What follows belongs to an exercise in optimizing a design on an open flow for small area and a short achievable clock period; a production flow would make more cautious choices.
At most, simulation tests tie the RTL to the original design; equivalence was not proved.
No functional check of the RTL was part of runs 3 and 4.
No activity file was given, so power comes from the tool's default toggle rates.

==> flow/design.v, too long to show whole: its modules and the start of the top module <==
// module add4rpl: 23 lines
// module addsub8: 34 lines
// module alu_log: 23 lines
// module bcd_adj: 52 lines
// module mx81_8: 64 lines
// module rg8l: 19 lines
// module rg8l2: 28 lines
// module s_reg: 51 lines
// module adl_mux: 28 lines
// module adh_mux: 25 lines
// module prog_cnt: 71 lines
// module m6502alu: 125 lines
// module op_dcd: 1209 lines
// module op_sel: 501 lines
// module op_sync: 208 lines
// module m6502_org: 178 lines
module m6502_org (clk,
   addr,
   dataenb,
   datai,
   datao,
   irq_n,
   nmi_n,
   sob_n,
   res_n,
   rdy,
   vpa,
   sync,
   we_n
   );
  // ...
==> flow/flow/run.sh <==
#!/bin/bash
set -e
export BUFFER_PORTS_ARGS="-buffer_cell sky130_fd_sc_hd__buf_2"
bash standard.sh > standard.log 2>&1
==> flow/standard.sh <==
#!/bin/bash
# synth_recipe.tcl (not shown) runs the flow's synth.tcl, then flattens the netlist and writes it again
# the make line also repeats each setting of config.mk as NAME=value (left out here)
make -C /OpenROAD-flow-scripts/flow DESIGN_CONFIG=/design/flow/config.mk WORK_HOME=/design/flow/orfs CLKGATE_MAP_FILE= SYNTH_SCRIPT=/design/flow/synth_recipe.tcl "${@:-finish}"
==> flow/config.mk <==
export PLATFORM = sky130hd
export DESIGN_NAME = m6502_org
export DESIGN_NICKNAME = m6502_org
export VERILOG_FILES = /design/flow/design.v
export SDC_FILE = /design/flow/constraint.sdc
export NUM_CORES = 4
export LEC_CHECK = 0
export ABC_AREA = 1
export CAP_MARGIN = 20
export CORE_MARGIN = 2
export CORE_UTILIZATION = 40
export PLACE_DENSITY = 0.7
export SETUP_SLACK_MARGIN = 5
export SLEW_MARGIN = 20
==> flow/constraint.sdc <==
create_clock -name core_clock -period 10.0 [get_ports {clk}]
set_input_delay 2.0000 -clock core_clock [delete_from_list [all_inputs] [get_ports {clk}]]
set_output_delay 2.0000 -clock core_clock [all_outputs]
set_load 0.01 [all_outputs]
==> qor.csv, run 1 <==
stage;metric;value;unit
run;timing.max_cap.violations;0;
timing;clock-skew-final;0.0243;ns
yosys;synth_seq_area_share;0.313;
finish;final-nonclk-buf-share;0.0313;
yosys;dominant_combinational_cell_family_by_area_after_synthesis;simple AND/OR/NAND/NOR gates;
timing;setup_violations;0;
timing;slew_headroom;0.380;
finish;layout.non_clock_buffers;72;
yosys;synth.cell_area;0.0134;mm²
place;dpl-instance-area;0.0140;mm²
critical_path;reg2reg_from;alu.jreg[0];
yosys;post_synth_fa_ha_maj_area_fraction;0.0438;
routing;wl_per_cell;22.8;µm
critical_path;setup.worst_path.end;addr[14];
yosys;multiplexer_share_of_the_synthesized_area;0;
worst_hold_path;hold_depth;0;
critical_path;crit_top_cell;nand2_1;
routing;drt-met1-wl;23.2;mm
routing;route.top_layer_used;met5;
clock_tree;tritoncts;built;
critical_path;cp.arrival;2.86;ns
critical_path;crit_fanout;8;
clock_tree;clock_tree.htree_level_count;4;
pwr;power.total;3.16;mW
critical_path;cp.required;8.00;ns
pwr;dominant_power_group;combinational cells;
yosys;syn-mean-instance-area;6.63;µm²
finish;largest_register_ff_count;16;
clock_tree;holdBufCountCts;0;
worst_hold_path;hold_path_startpoint;sm.nmi1;
global_routing;track_usage;0.322;
place;place_ws;4.61;ns
critical_path;critical_path.n_buffers_inverters;1;
run_status;result_of_the_run;finished clean;
finish;finish.utilization;0.452;
finish;largest_registers;pc.pc x16, sm.alu_ctl x12;
routing;vias_per_cell;5.99;
==> run 2: changes to the inputs <==
--- a/flow/config.mk
+++ b/flow/config.mk
@@ -14 +14,2 @@
 export SLEW_MARGIN = 20
+export SYNTH_HIERARCHICAL = 1
==> run 2 against run 1 <==
Synthesized area is 35% higher. Clock skew is 0.00066 ns lower. Flip-flop and latch count stayed put. Fmax is 1.2% lower. First-iteration DRC count is 11% higher. Global-route usage is 2.9 points lower. Hold slack better by 0.050 ns. Critical path type is now flip-flop to flip-flop. Critical endpoint is now sm.syncl.
==> qor.csv, run 2 <==
stage;metric;value;unit;change
routing;route.final.wire_length;70.0;mm;
yosys;synth.cell_area;0.0181;mm²;+35%
floorplanning;floorplan.io_pins;42;;
finish;area_growth;6.31;%;
clock_tree;clock_network_latency_to_the_later_pin_of_the_worst_skew_pair;0.47;ns;
timing;portion_of_the_clock_cycle_consumed_by_the_worst_path_in_the_final_layout;0.492;;
finish;largest_register_ff_count;16;;unchanged
timing;hold_violations;0;;
timing;max_freq;203;MHz;
routing;postRouteAntennaNets;0;;
critical_path;crit_top_cell;nand2_1;;
global_routing;first_global_vias;19000;;
critical_path;critical_path.slowest_cell;edfxtp_1;;
global_routing;grt-ovfl-total;0;;
timing;period_needed;4.92;ns;
finish;most-common-layout-cells;997 x nand2_1, 470 x nor2_1, 339 x inv_1;;
timing;hold_slack;0.402;ns;
critical_path;cpPeakStageDelay;0.51;ns;
clock_tree;cts_root_buf;clkbuf_16;;
critical_path;timing.critical_path.to_type;flip-flop;;
yosys;ys.warnings.count;13;;
finish;largest_registers;pc.pc x16, sm.alu_ctl x12;;
place;dp_hpwl;54.2;mm;
routing;wl_per_cell;18.7;µm;-18%
clock_tree;holdBufCountCts;0;;unchanged
critical_path;cp.arrival;5.32;ns;+2.46 ns
pwr;power_density;188;mW/mm²;
run;timing.max_cap.violations;0;;unchanged
place;dpl-instance-area;0.0185;mm²;+32%
place;portBuffers;41;;
timing;timing.final.max_slew_violations;0;;
finish;regMostFlops;pc.pc;;
yosys;syn-instance-count;3133;;
clock_tree;number_of_buffers_created_by_cts;17;;
routing;detailedRoute.firstPassIterationCount;8;;
finish;finish.utilization;0.433;;-0.0193
clock_tree;ctsLongestPathBuffers;2;;
routing;detail_route.drc_violations;0;;
clock_tree;cts_num_sinks;168;;
floorplanning;floorplan.die.height;217;µm;
floorplanning;area_of_the_core;0.0444;mm²;
finish;commonest_non_fill_non_tap_cell_in_the_layout;nand2_1;;
critical_path;timing.critical_path.from_type;flip-flop;;
finish;fin_nets;3198;;
finish;final_layout_size_suffix_gt1_frac;0.0774;;
floorplanning;floorplan.initialDensity;0.407;;
global_routing;antenna_violations_before_repair;2;;
finish;design_area;0.0192;mm²;
run_status;result_of_the_run;finished clean;;
floorplanning;row_count;77;;
global_routing;track_usage;0.293;;-0.0288
clock_tree;path_clk_slew;0.08;ns;
yosys;syn-mean-instance-area;5.77;µm²;-13%
floorplanning;design.die.area;0.0469;mm²;
global_routing;grt_first_pass_wirelength;108;mm;
pwr;ir_worst_vdd;215;µV;
pwr;static_leakage;9.63;nW;
worst_hold_path;hold_path.class;flip-flop to flip-flop;;
routing;vias_per_cell;5.58;;-6.7%
timing;tightestPinTransition;1.07;ns;
timing;clock-skew-final;0.0236;ns;-0.000659 ns
timing;setup_violations;0;;unchanged
clock_tree;clock_tree.htree_level_count;4;;unchanged
floorplanning;chipWidth;217;µm;
routing;vias;20900;;
place;gp_congestion;1.04;;
timing;timing.setup.tns;0;ns;
timing;unrepaired_setup_endpoints_after_global_routing;yes;;
critical_path;cp.required;10.40;ns;+2.40 ns
timing;slew_headroom;0.289;;-0.0912
critical_path;crit_fanout;7;;-1
clock_tree;tritoncts;built;;
global_routing;grt_max_degree;52;;
routing;dr.first_iter.drc_count;2558;;
critical_path;type_of_the_setup_path_with_the_least_slack;flip-flop to flip-flop;;
[run 2: metal layers]
layer | vias to the layer above | share of wire | global-route usage
li1 | 10100 | - | -
met1 | 9353 | 0.41 | 0.389
met2 | 1259 | 0.44 | 0.469
met3 | 233 | 0.10 | 0.0507
met4 | 2 | 0.049 | 0.128
met5 | - | 0.00013 | 0
[run 2: worst paths after layout]
kind         depth (start not counted)  slack, ns   startpoint        to
max                                 38       5.08  alu.jreg[0]  sm.syncl
max reg2reg                         38       5.08  alu.jreg[0]  sm.syncl
min                                  0       0.40      sm.nmi1   sm.nmi2
min reg2reg                          0       0.40      sm.nmi1   sm.nmi2
[run 2: cell type report]
| type | instances | area (µm²) |
|---|---|---|
| Antenna cell | 1 | 2.50 |
| Clock buffer | 18 | 429 |
| Clock inverter | 14 | 163 |
| Fill cell | 4909 | 25200 |
| Inverter | 380 | 1430 |
| Multi-Input combinational cell | 2509 | 11900 |
| Sequential cell | 168 | 4150 |
| Tap cell | 592 | 741 |
| Timing Repair Buffer | 63 | 370 |
[run 2: timing repair]
| item | CTS | global route |
|---|---|---|
| gates resized for setup | 3 | 20 |
| endpoints found under the setup margin | 14 | 58 |
| pin swaps | 0 | 2 |
| setup buffers | 1 | 3 |
[run 2: worst max-delay path: cells and delay by family (launching register included)]
| family | cells | cell delay [ns] |
|---|---|---|
| flip-flops | 1 | 0.51 |
| adder cells (fa/ha/maj) | 5 | 1.12 |
| AO/OA/AOI/OAI | 4 | 0.61 |
| XOR/XNOR | 1 | 0.15 |
| AND/OR/NAND/NOR | 23 | 1.95 |
| buffers and inverters | 5 | 0.51 |
[run 2: metrics by stage]
stage	cells	total power, mW	worst slack (ns)
floorplan	3186	2.33	5.61
global placement	3708	2.82	5.09
detailed placement	3708	2.82	5.00
CTS	3741	3.52	4.97
global route	3744	3.85	4.67
finish	3745	3.62	5.08
[run 2: report_power, final]
| part | internal, mW | leakage (nW) | switching, mW |
|---|---|---|---|
| Combinational | 0.552 | 7.79 | 1.28 |
| Sequential | 0.909 | 1.55 | 0.184 |
| Clock | 0.376 | 0.293 | 0.316 |
==> module m6502alu, before the edit <==
module m6502alu (clk,
   datai,
   datao,
   alu_ctl,
   alu_ctl_nx,
   alu_ld,
   alu2op,
   alu_out,
   alu_bin);
input   clk;
input   [7:0] datai;
input   [7:0] datao;
input   [11:0] alu_ctl;
input   [11:0] alu_ctl_nx;    
input   [2:0] alu_ld;
output  [5:0] alu2op;
output  [7:0] alu_out;
output  [7:0] alu_bin;       
reg     [7:0] jreg;
reg     [7:0] kreg;
reg     [7:0] bx;      
reg     [7:0] log_b;   
function [7:0] addb;
   input [11:0] ctl;
   input [7:0]  k;
   reg   [7:0]  b;
   begin
      b = ctl[7:6] == 2'b00 ? 8'h00 :
          ctl[7:6] == 2'b01 ? {{7{k[7]}}, 1'b1} : k;
      addb = b ^ {8{ctl[0]}};
   end
endfunction
function [7:0] logb;
   input [11:0] ctl;
   input [7:0]  k;
   reg   [7:0]  b;
   begin
      b = ctl[7:6] == 2'b00 ? 8'h00 :
          ctl[7:6] == 2'b01 ? 8'b1 << ctl[10:8] : k;
      logb = ctl[11] ? ~b : b;
   end
endfunction
wire [7:0] kreg_nx = alu_ld[2] ? datai : kreg;
always @(posedge clk) begin
   if (alu_ld[0] | alu_ld[1])
      jreg <= alu_ld[0] ? datai : datao;
   kreg <= kreg_nx;
   bx   <= addb(alu_ctl_nx, kreg_nx);
   log_b <= logb(alu_ctl_nx, kreg_nx);
end
wire       sub    = alu_ctl[0];
wire       cin    = alu_ctl[4];
wire       bcd_en = alu_ctl[3];
wire [1:0] bsel   = alu_ctl[7:6];
wire       addbcd = bcd_en & ~sub;
wire       subbcd = bcd_en & sub;
wire [7:0] p = jreg ^ bx;
wire [7:0] g = jreg & bx;
wire c1 = g[0] | p[0] & cin;
wire c2 = g[1] | p[1] & g[0] | p[1] & p[0] & cin;
wire c3 = g[2] | p[2] & g[1] | p[2] & p[1] & g[0] | p[2] & p[1] & p[0] & cin;
wire c4 = g[3] | p[3] & g[2] | p[3] & p[2] & g[1] | p[3] & p[2] & p[1] & g[0] |
          p[3] & p[2] & p[1] & p[0] & cin;           
wire [3:0] sl = p[3:0] ^ {c3, c2, c1, cin};
wire       sl_ge10 = sl[3] & (sl[2] | sl[1]);
wire lo_a6 = addbcd & (c4 | sl_ge10);
wire lo_aa = subbcd & ~c4;
wire [3:0] lo6 = {sl[3] ^ (sl[2] | sl[1]), ~(sl[2] ^ sl[1]), ~sl[1], sl[0]};
wire [3:0] loa = {~(sl[3] ^ (sl[2] & sl[1])), sl[2] ^ sl[1], ~sl[1], sl[0]};
wire [3:0] out_lo = lo_aa ? loa : lo_a6 ? lo6 : sl;
wire       cin4l = addbcd & sl_ge10;
wire h5g = g[4];
wire h5p = p[4];
wire h6g = g[5] | p[5] & g[4];
wire h6p = p[5] & p[4];
wire h7g = g[6] | p[6] & g[5] | p[6] & p[5] & g[4];
wire h7p = p[6] & p[5] & p[4];
wire h8g = g[7] | p[7] & g[6] | p[7] & p[6] & g[5] | p[7] & p[6] & p[5] & g[4];
wire h8p = p[7] & p[6] & p[5] & p[4];
wire [4:0] hs0 = {h8g,       p[7:4] ^ {h7g, h6g, h5g, 1'b0}};
wire [4:0] hs1 = {h8g | h8p, p[7:4] ^ {h7g | h7p, h6g | h6p, h5g | h5p, 1'b1}};
function [4:0] hi_bcd;    
   input [4:0] hs;
   input       m;
   input       aen;
   input       sen;
   reg         hadj, hadj_sub;
   reg   [3:0] hb;
   reg   [4:0] hf;
   begin
      hadj     = aen & (hs[4] | hs[3] & (hs[2] | hs[1] | m & hs[0]));
      hadj_sub = sen & ~hs[4];
      hb       = hadj_sub ? 4'b1010 : hadj ? 4'b0110 : 4'b0000;
      hf       = {1'b0, hs[3:0]} + {1'b0, hb} + {4'b0, m};
      hi_bcd   = {hs[4] | hf[4] & ~hadj_sub, hf[3:0]};
   end
endfunction
wire [4:0] hs  = c4 ? hs1 : hs0;
wire [4:0] hsel = hi_bcd(hs, cin4l, addbcd, subbcd);
wire [3:0] out_hi   = hsel[3:0];
wire       bcd_cout = hsel[4];
wire       add_cout = c4 ? hs1[4] : hs0[4];
wire       add_out7 = c4 ? hs1[3] : hs0[3];
wire [2:0] log_ctl = alu_ctl[2:0];
wire [7:0] log_out = log_ctl == 3'b010 ? {jreg[6:0], cin} :
                     log_ctl == 3'b011 ? {cin, jreg[7:1]} :
                     log_ctl == 3'b100 ? jreg & log_b :
                     log_ctl == 3'b101 ? jreg | log_b :
                     log_ctl == 3'b110 ? jreg ^ log_b :
                     ~jreg & log_b;
wire log_cout = log_ctl == 3'b010 ? jreg[7] : jreg[0];
wire arith = alu_ctl[2:1] == 2'b00;
wire [7:0] alu_outl = alu_ctl[5] ? 8'h00 :
                      arith ? {out_hi, out_lo} : log_out;
assign alu_out = alu_outl;
wire [3:0] hbin_s = c4 ? hs1[3:0] : hs0[3:0];
assign alu_bin = alu_ctl[5] ? 8'h00 :
                 arith ? {hbin_s, sl} : log_out;
wire alu_cout  = arith ? bcd_cout : log_cout;
wire z_flag    = alu_outl == 8'h00;
wire n_flag    = alu_outl[7];
wire v_flag    = (~sub ^ jreg[7] ^ kreg[7]) & (add_out7 ^ jreg[7]);
wire bra_carry = add_cout ^ kreg[7] ^ (&jreg);
assign alu2op = {n_flag, v_flag, add_cout, bra_carry, z_flag, alu_cout};
endmodule  
==> run 3: changes to the inputs <==
--- a/flow/design.v
+++ b/flow/design.v
@@ -450,3 +450,4 @@
 reg     [7:0] kreg;
-reg     [7:0] bx;      
+reg     [7:0] p;       
+reg     [7:0] g;       
 reg     [7:0] log_b;   
@@ -473,2 +474,4 @@
 wire [7:0] kreg_nx = alu_ld[2] ? datai : kreg;
+wire [7:0] jreg_nx = alu_ld[0] | alu_ld[1] ? (alu_ld[0] ? datai : datao) : jreg;
+wire [7:0] bx_nx = addb(alu_ctl_nx, kreg_nx);
 always @(posedge clk) begin
@@ -477,3 +480,4 @@
    kreg <= kreg_nx;
-   bx   <= addb(alu_ctl_nx, kreg_nx);
+   p    <= jreg_nx ^ bx_nx;
+   g    <= jreg_nx & bx_nx;
    log_b <= logb(alu_ctl_nx, kreg_nx);
@@ -486,4 +490,2 @@
 wire       subbcd = bcd_en & sub;
-wire [7:0] p = jreg ^ bx;
-wire [7:0] g = jreg & bx;
 wire c1 = g[0] | p[0] & cin;
--- a/flow/config.mk
+++ b/flow/config.mk
@@ -11,5 +11,4 @@
 export CORE_UTILIZATION = 40
-export PLACE_DENSITY = 0.7
+export PLACE_DENSITY = 0.6
 export SETUP_SLACK_MARGIN = 5
 export SLEW_MARGIN = 20
-export SYNTH_HIERARCHICAL = 1
==> run 3 against run 2 <==
Still clean. Clock power rose by 5.9%. Combinational power fell by 22%. Non-clock buffer count decreased by 1. Final area fell by 24%. Sequential share of layout area up 7.5 points. Synthesized cell count down 36%. Critical path type is now flip-flop to primary output. Clock skew up 0.0016 ns. Via count shrank 28%. Sequential power about the same. Register-to-register slack improved by 0.07 ns. Clock-buffer cell count fell by 1. Flip-flop and latch count increased by 8.
==> qor.csv, run 3 <==
stage;metric;value;unit;change
clock_tree;number_of_buffers_created_by_cts;17;;unchanged
floorplanning;chipWidth;187;µm;-14%
floorplanning;floorplan.io_pins;42;;unchanged
global_routing;first_global_vias;14000;;-26%
clock_tree;cts_num_sinks;176;;+4.8%
timing;unrepaired_setup_endpoints_after_global_routing;yes;;
yosys;number_of_flops_mapped_to_enable_cells_by_yosys;75;;
routing;detailedRoute.firstPassIterationCount;6;;-2
timing;period_needed;4.86;ns;-0.0633 ns
yosys;syn-instance-count;1993;;-36%
timing;tightestPinTransition;1.08;ns;+0.00934 ns
timing;hold_slack;0.352;ns;-0.0497 ns
floorplanning;area_of_the_core;0.0327;mm²;-26%
floorplanning;row_count;66;;-14%
timing;clock-skew-final;0.0252;ns;+0.00162 ns
place;dp_hpwl;46.7;mm;-14%
critical_path;cp.arrival;2.86;ns;-2.46 ns
critical_path;type_of_the_setup_path_with_the_least_slack;flip-flop to primary output;;
yosys;synth.distinct_cells;63;;
finish;area_growth;10.0;%;
critical_path;timing.critical_path.from_type;flip-flop;;
yosys;yosys.area.top_type_share;0.169;;
floorplanning;design.die.area;0.0348;mm²;-26%
yosys;yosys.cell_count.top_type;nand2_1;;
routing;detail_route.drc_violations;0;;unchanged
yosys;synth.top_cells.by_count;423 x nand2_1, 273 x inv_1, 212 x nor2_1;;
timing;timing.setup.tns;0;ns;unchanged
finish;most-common-layout-cells;422 x nand2_1, 273 x inv_1, 210 x nor2_1;;
timing;hold_violations;0;;unchanged
timing;max_freq;206;MHz;+1.3%
finish;largest_registers;pc.pc x16, sm.alu_ctl x12;;
routing;wl_per_cell;24.2;µm;+30%
critical_path;timing.critical_path.to_type;primary output;;
worst_hold_path;min_to;sm.nmi2;;
global_routing;antenna_violations_before_repair;1;;-1
pwr;power_density;221;mW/mm²;+17%
global_routing;grt_max_degree;63;;+21%
finish;design_area;0.0147;mm²;-24%
finish;area_used_by_sequential_logic_in_the_layout;0.00428;mm²;+3.1%
finish;final_layout_size_suffix_gt1_frac;0.0865;;+0.00908
global_routing;grt-ovfl-total;0;;unchanged
global_routing;grt_first_pass_wirelength;89.3;mm;-17%
yosys;async_flop_share;0;;
worst_hold_path;hold_depth;0;;unchanged
finish;num-fill-cells;3498;;-29%
yosys;synth_top_cells_by_area;edfxtp_1 17%, dfxtp_1 15%, nand2_1 12%, inv_1 7.7%, o21ai_0 7.1%;;
floorplanning;floorplan.initialDensity;0.408;;+0.00132
routing;postRouteAntennaNets;0;;unchanged
floorplanning;floorplan.die.height;187;µm;-14%
timing;setup_violations;0;;unchanged
yosys;syn-mean-instance-area;6.70;µm²;+16%
timing;timing.final.max_slew_violations;0;;unchanged
yosys;ys.warnings.count;7;;-6
critical_path;reg2reg_from;sm.opcd.ido[4];;
timing;slew_headroom;0.277;;-0.0124
critical_path;reg2reg_setup_slack;5.15;ns;+0.07 ns
clock_tree;ctsLongestPathBuffers;2;;unchanged
yosys;synth.cell_area;0.0133;mm²;-26%
worst_hold_path;hold_path.class;flip-flop to flip-flop;;
place;portBuffers;41;;unchanged
yosys;yosys_most_used_dff;dfxtp_1;;
finish;commonest_non_fill_non_tap_cell_in_the_layout;nand2_1;;
routing;vias;15000;;-28%
finish;regMostFlops;pc.pc;;
clock_tree;clock_tree.htree_level_count;4;;unchanged
finish;finish.utilization;0.449;;+0.0165
critical_path;ff2ff_path_depth;17;;-55%
critical_path;cp.required;8.00;ns;-2.40 ns
run_status;result_of_the_run;finished clean;;
run;timing.max_cap.violations;0;;unchanged
finish;antenna_cells;0;;-1
clock_tree;path_clk_slew;0.07;ns;about the same
pwr;static_leakage;6.53;nW;-32%
place;gp_congestion;1.02;;-1.8%
routing;route.final.wire_length;60.0;mm;-14%
critical_path;crit_fanout;16;;+9
timing;portion_of_the_clock_cycle_consumed_by_the_worst_path_in_the_final_layout;0.486;;-0.00633
place;dpl-instance-area;0.0140;mm²;-25%
yosys;synth_seq_cells;176;;
yosys;synth_seq_area_share;0.320;;
clock_tree;tritoncts;built;;
yosys;yosysTopAreaCell;edfxtp_1;;
clock_tree;cts_root_buf;clkbuf_16;;
critical_path;regToRegEndpoint;alu.p[3];;
pwr;ir_worst_vdd;136;µV;-37%
worst_hold_path;hold_path_startpoint;sm.nmi1;;
routing;dr.first_iter.drc_count;1870;;-27%
clock_tree;clock_network_latency_to_the_later_pin_of_the_worst_skew_pair;0.48;ns;about the same
finish;fin_nets;2079;;-35%
routing;vias_per_cell;6.06;;+8.5%
global_routing;track_usage;0.339;;+0.0457
finish;largest_register_ff_count;16;;unchanged
finish;multi_input_area;0.00773;mm²;-35%
clock_tree;holdBufCountCts;0;;unchanged
[run 3: area by class of cell]
cell class	count	area share
Clock inverter	15	0.0129
Clock buffer	17	0.0290
Inverter	305	0.0783
Sequential cell	176	0.291
Multi-Input combinational cell	1460	0.526
Tap cell	442	0.0377
Timing Repair Buffer	62	0.0247
[run 3: worst max-delay path by stage]
stage	from	to	depth (start not counted)
after floorplan	sm.alu_ctl[4]	alu.p[7]	23
after global placement	sm.opcd.ido[4]	pc.pc[1]	13
after detailed placement	rdy	sm.syncl	12
after CTS	sm.alu_ctl[1]	datao[0]	15
after global routing	sm.alu_ctl[1]	datao[0]	11
final	sm.alu_ctl[1]	datao[0]	11
[run 3: cell families after synthesis]
group / synth area share
adder cells (fa/ha/maj): 0.0409
XOR/XNOR: 0.0282
AO/OA/AOI/OAI: 0.216
flip-flops: 0.320
buffers and inverters: 0.104
AND/OR/NAND/NOR: 0.291
[run 3: metrics by stage]
stage	power, mW	cells	setup slack, ns
global placement	2.46	2438	5.06
detailed placement	2.46	2438	4.94
global route	3.44	2477	4.92
finish	3.24	2477	5.14
CTS	3.19	2470	5.01
floorplan	1.96	1993	6.07
[run 3: critical path, stage by stage, from the launching register on]
cell	delay, ns
edfxtp_1	0.42
buf_4	0.19
nor2_2	0.49
inv_1	0.31
nor2_1	0.16
nor2_1	0.06
nand2_1	0.17
inv_1	0.11
nand2_1	0.07
o21ai_0	0.07
buf_4	0.18
buf_2	0.14
[run 3: metal layers]
layer	part of all wire	track usage	vias up
li1	-	-	6857
met1	0.42	0.452	7001
met2	0.43	0.525	979
met3	0.092	0.0557	179
met4	0.059	0.183	0
met5	0	0	-
[run 3: what timing repair did]
item | in CTS | in global routing
resized for setup | 5 | 10
setup endpoints to repair | 14 | 36
pin swaps | 0 | 1
buffers inserted | 0 | 7
[run 3: power by group]
group / internal (mW) / switching (mW)
logic: 0.423 / 0.993
clock network: 0.382 / 0.350
registers: 0.937 / 0.155
total: 1.74 / 1.50
==> run 4: changes to the inputs <==
--- a/flow/config.mk
+++ b/flow/config.mk
@@ -11,3 +11,3 @@
 export CORE_UTILIZATION = 40
-export PLACE_DENSITY = 0.6
+export PLACE_DENSITY = 0.7
 export SETUP_SLACK_MARGIN = 5
==> run 4 against run 3 <==
Register-to-register slack improved by 0.08 ns. Clock skew fell by 0.011 ns. Cell count barely moved. Hold slack improved by 0.0022 ns. Die area did not move. Highest routed layer unchanged.
==> qor.csv, run 4 <==
stage;metric;value;unit;change
run_status;result_of_the_run;finished clean;;
clock_tree;tritoncts;built;;
worst_hold_path;hold_path_startpoint;sm.nmi1;;
critical_path;type_of_the_setup_path_with_the_least_slack;flip-flop to primary output;;
yosys;async_flop_share;0;;unchanged
floorplanning;design.die.area;0.0348;mm²;unchanged
floorplanning;chipWidth;187;µm;unchanged
pwr;ir_worst_vdd;146;µV;+7.1%
finish;commonest_non_fill_non_tap_cell_in_the_layout;nand2_1;;
critical_path;timing.critical_path.from_type;flip-flop;;
critical_path;regToRegEndpoint;pc.pc[15];;
routing;wl_per_cell;23.7;µm;-2.2%
routing;route.final.wire_length;58.7;mm;-2.3%
clock_tree;holdBufCountCts;0;;unchanged
global_routing;gr-max-usage-layer;met2;;
clock_tree;cts_root_buf;clkbuf_16;;
yosys;yosys_most_used_dff;dfxtp_1;;
clock_tree;number_of_buffers_created_by_cts;17;;unchanged
timing;timing.final.max_slew_violations;0;;unchanged
yosys;number_of_flops_mapped_to_enable_cells_by_yosys;75;;unchanged
yosys;synth_seq_area_share;0.320;;unchanged
critical_path;setup.worst_path.start;sm.alu_ctl[2];;
routing;detailedRoute.firstPassIterationCount;5;;-1
global_routing;grt_max_degree;64;;+1.6%
critical_path;timing.critical_path.cells;nor2_2 > inv_1 > nor2_1 > nor2_1 > nand2_1 > inv_1 > nand2_1 > o21ai_0 > buf_2;;
yosys;synth_top_cells_by_area;edfxtp_1 17%, dfxtp_1 15%, nand2_1 12%, inv_1 7.7%, o21ai_0 7.1%;;
yosys;syn-instance-count;1993;;unchanged
run;timing.max_cap.violations;0;;unchanged
clock_tree;cts_num_sinks;176;;unchanged
pwr;net-switching-power;1.46;mW;-2.5%
finish;regMostFlops;pc.pc;;
critical_path;critical_path.slowest_cell;edfxtp_1;;
place;dp_hpwl;45.9;mm;-1.7%
floorplanning;floorplan.initialDensity;0.408;;unchanged
pwr;pwr-share-comb;0.449;;+0.012
finish;most-common-layout-cells;421 x nand2_1, 273 x inv_1, 209 x nor2_1;;
yosys;synth.distinct_cells;63;;unchanged
routing;dr.first_iter.drc_count;1866;;-0.21%
timing;portion_of_the_clock_cycle_consumed_by_the_worst_path_in_the_final_layout;0.495;;+0.00924
global_routing;antenna_violations_before_repair;1;;unchanged
yosys;yosysTopAreaCell;edfxtp_1;;
floorplanning;area_of_the_core;0.0327;mm²;unchanged
pwr;clockPowerShare;0.205;;-0.021
yosys;ys.warnings.count;7;;unchanged
critical_path;cp.required;8.00;ns;about the same
timing;tightestPinTransition;1.02;ns;-0.0513 ns
worst_hold_path;hold_depth;0;;unchanged
yosys;yosys.area.top_type_share;0.169;;unchanged
finish;area_growth;9.46;%;
clock_tree;clock_tree.htree_level_count;4;;unchanged
critical_path;reg2reg_from;sm.alu_ctl[4];;
timing;period_needed;4.95;ns;+0.0924 ns
critical_path;timing.critical_path.to_type;primary output;;
critical_path;reg2reg_setup_slack;5.23;ns;+0.08 ns
critical_path;ff2ff_path_depth;27;;+10
critical_path;critical_path.n_buffers_inverters;3;;-2
place;portBuffers;41;;unchanged
timing;slew_headroom;0.314;;+0.0373
global_routing;first_global_vias;14000;;-0.53%
yosys;syn-mean-instance-area;6.70;µm²;unchanged
timing;timing.setup.tns;0;ns;unchanged
worst_hold_path;min_to;sm.nmi2;;
routing;vias;15100;;+0.86%
yosys;synth.top_cells.by_count;423 x nand2_1, 273 x inv_1, 212 x nor2_1;;
yosys;yosys.cell_count.top_type;nand2_1;;
yosys;synth.cell_area;0.0133;mm²;unchanged
timing;final_worst_setup_slack;5.05;ns;-0.0924 ns
pwr;pwr-share-seq;0.346;;+0.009
timing;max_freq;202;MHz;-1.9%
floorplanning;floorplan.die.height;187;µm;unchanged
clock_tree;path_clk_slew;0.07;ns;about the same
finish;multi_input_area;0.00775;mm²;+0.28%
critical_path;cp.arrival;2.95;ns;+0.09 ns
global_routing;grt-ovfl-total;0;;unchanged
timing;hold_slack;0.355;ns;+0.00220 ns
floorplanning;floorplan.io_pins;42;;unchanged
clock_tree;clock_network_latency_to_the_later_pin_of_the_worst_skew_pair;0.46;ns;-0.02 ns
clock_tree;ctsLongestPathBuffers;2;;unchanged
critical_path;cpPeakStageDelay;0.56;ns;+0.07 ns
pwr;static_leakage;6.48;nW;-0.78%
floorplanning;row_count;66;;unchanged
timing;clock-skew-final;0.0146;ns;-0.0106 ns
critical_path;critical-path-top-delay-family;simple AND/OR/NAND/NOR gates;;
pwr;internal-power;1.69;mW;-3.0%
finish;fin_nets;2077;;-0.096%
global_routing;track_usage;0.330;;-0.00927
pwr;power.switching_fraction;0.464;;+0.00138
pwr;power.total;3.15;mW;-2.8%
critical_path;crit_fanout;16;;unchanged
finish;final_layout_size_suffix_gt1_frac;0.0866;;about the same
worst_hold_path;hold_path.class;flip-flop to flip-flop;;
routing;detail_route.drc_violations;0;;unchanged
global_routing;grt_first_pass_wirelength;87.1;mm;-2.4%
timing;setup_violations;0;;unchanged
global_routing;grtUsageMet1;0.429;;-0.0233
finish;largest_register_ff_count;16;;unchanged
finish;area_used_by_sequential_logic_in_the_layout;0.00428;mm²;unchanged
global_routing;global_route.usage.met3;0.0662;;+0.0105
finish;largest_registers;pc.pc x16, sm.alu_ctl x12;;
place;place_ws;4.53;ns;-0.411 ns
timing;unrepaired_setup_endpoints_after_global_routing;yes;;
yosys;synth_seq_cells;176;;unchanged
timing;hold_violations;0;;unchanged
finish;num-fill-cells;3464;;-0.97%
global_routing;grt_util_met2;0.511;;-0.0143
pwr;power_density;216;mW/mm²;-2.3%
routing;postRouteAntennaNets;0;;unchanged
place;gp_congestion;1.05;;+2.7%
routing;vias_per_cell;6.12;;+0.90%
run 4: cell counts after synthesis:
No cell type changed its count.
run 4: power by group through the flow:
stage	registers [mW]	clock network, mW	logic, mW
after global routing	1.10	0.673	1.56
after CTS	1.09	0.646	1.35
final	1.09	0.647	1.41
after floorplan	1.03	0	0.927
after detailed placement	1.10	0	1.34
after global placement	1.10	0	1.31
run 4: how the worst max path moves through the flow:
stage               cells after the start  endpoint
floorplan                              23  alu.p[7]
global placement                       13  sm.syncl
detailed placement                     13  sm.syncl
CTS                                    12  datao[0]
global route                           12  datao[0]
finish                                  9  datao[0]
run 4: repair_timing:
item / 4_1_cts / 5_1_grt
endpoints found under the setup margin: 14 / 21
pin swaps: 0 / 1
endpoints found under the hold margin: 0 / 0
setup buffers: 2 / 6
resized for setup: 9 / 11
run 4: layer usage:
layer  vias up  wire (µm)
li1       6859          -
met1      7048      23500
met2      1030      25600
met3       208       5990
met4         0       3630
met5         -          0
run 4: logic make-up after synthesis:
kind of cell	count (synthesis)	synth area share
fa+ha+maj	43	0.0409
flops	176	0.320
buf+inv	357	0.104
simple gates	904	0.291
xor+xnor	43	0.0282
compound gates	470	0.216
run 4: final cells by class:
class,count,area share
clock buffers,21,0.0308
repair buffers,60,0.0238
inverters,305,0.0788
well taps,442,0.0379
multi-input cells,1460,0.530
flip-flops and latches,176,0.293
clock inverters,11,0.00548
diodes,1,0.000171
run 4: metrics by stage:
stage	instance area, µm²	cells	utilization
2_1_floorplan	13300	1993	-
3_3_place_gp	14000	2435	0.427
3_5_place_dp	14000	2435	0.427
4_1_cts	14500	2469	0.444
5_1_grt	14600	2475	0.447
6_report	14600	2476	0.447

what the ideal ports hide:
No port has a modelled driver above. Below, the same layouts with a new extraction and two added sets of constraints.
Step 1: set_driving_cell puts a clkbuf_16 on clk and a buf_2 on each other input, an assumption about the parent block.
Step 2 also shifts input and output timing later by t, the mid clock arrival at the registers, as if the neighbouring blocks saw the same clock.
Three values: no drivers, after step 1, after step 2; two values: the first two.
run	t, ns	slack for setup (ns)	hold WS [ns]	latest minus earliest clock arrival (ns)	worst register clock-pin slew, ns
run 1	0.511	5.136 / 5.078 / 4.757	0.352 / 0.352 / 0.352	0.024 / 0.024	0.09 / 0.09
run 2	0.512	5.078 / 5.026 / 4.807	0.402 / 0.402 / 0.402	0.024 / 0.024	0.08 / 0.08
run 3	0.520	5.141 / 5.085 / 5.067	0.352 / 0.352 / 0.352	0.025 / 0.025	0.09 / 0.09
run 4	0.508	5.049 / 4.992 / 4.985	0.355 / 0.355 / 0.355	0.015 / 0.014	0.08 / 0.08
After both steps every run listed still meets setup and hold. For run 1, which loses most, drivers alone change the setup slack by -0.058 ns; drivers and shift together by -0.379 ns.
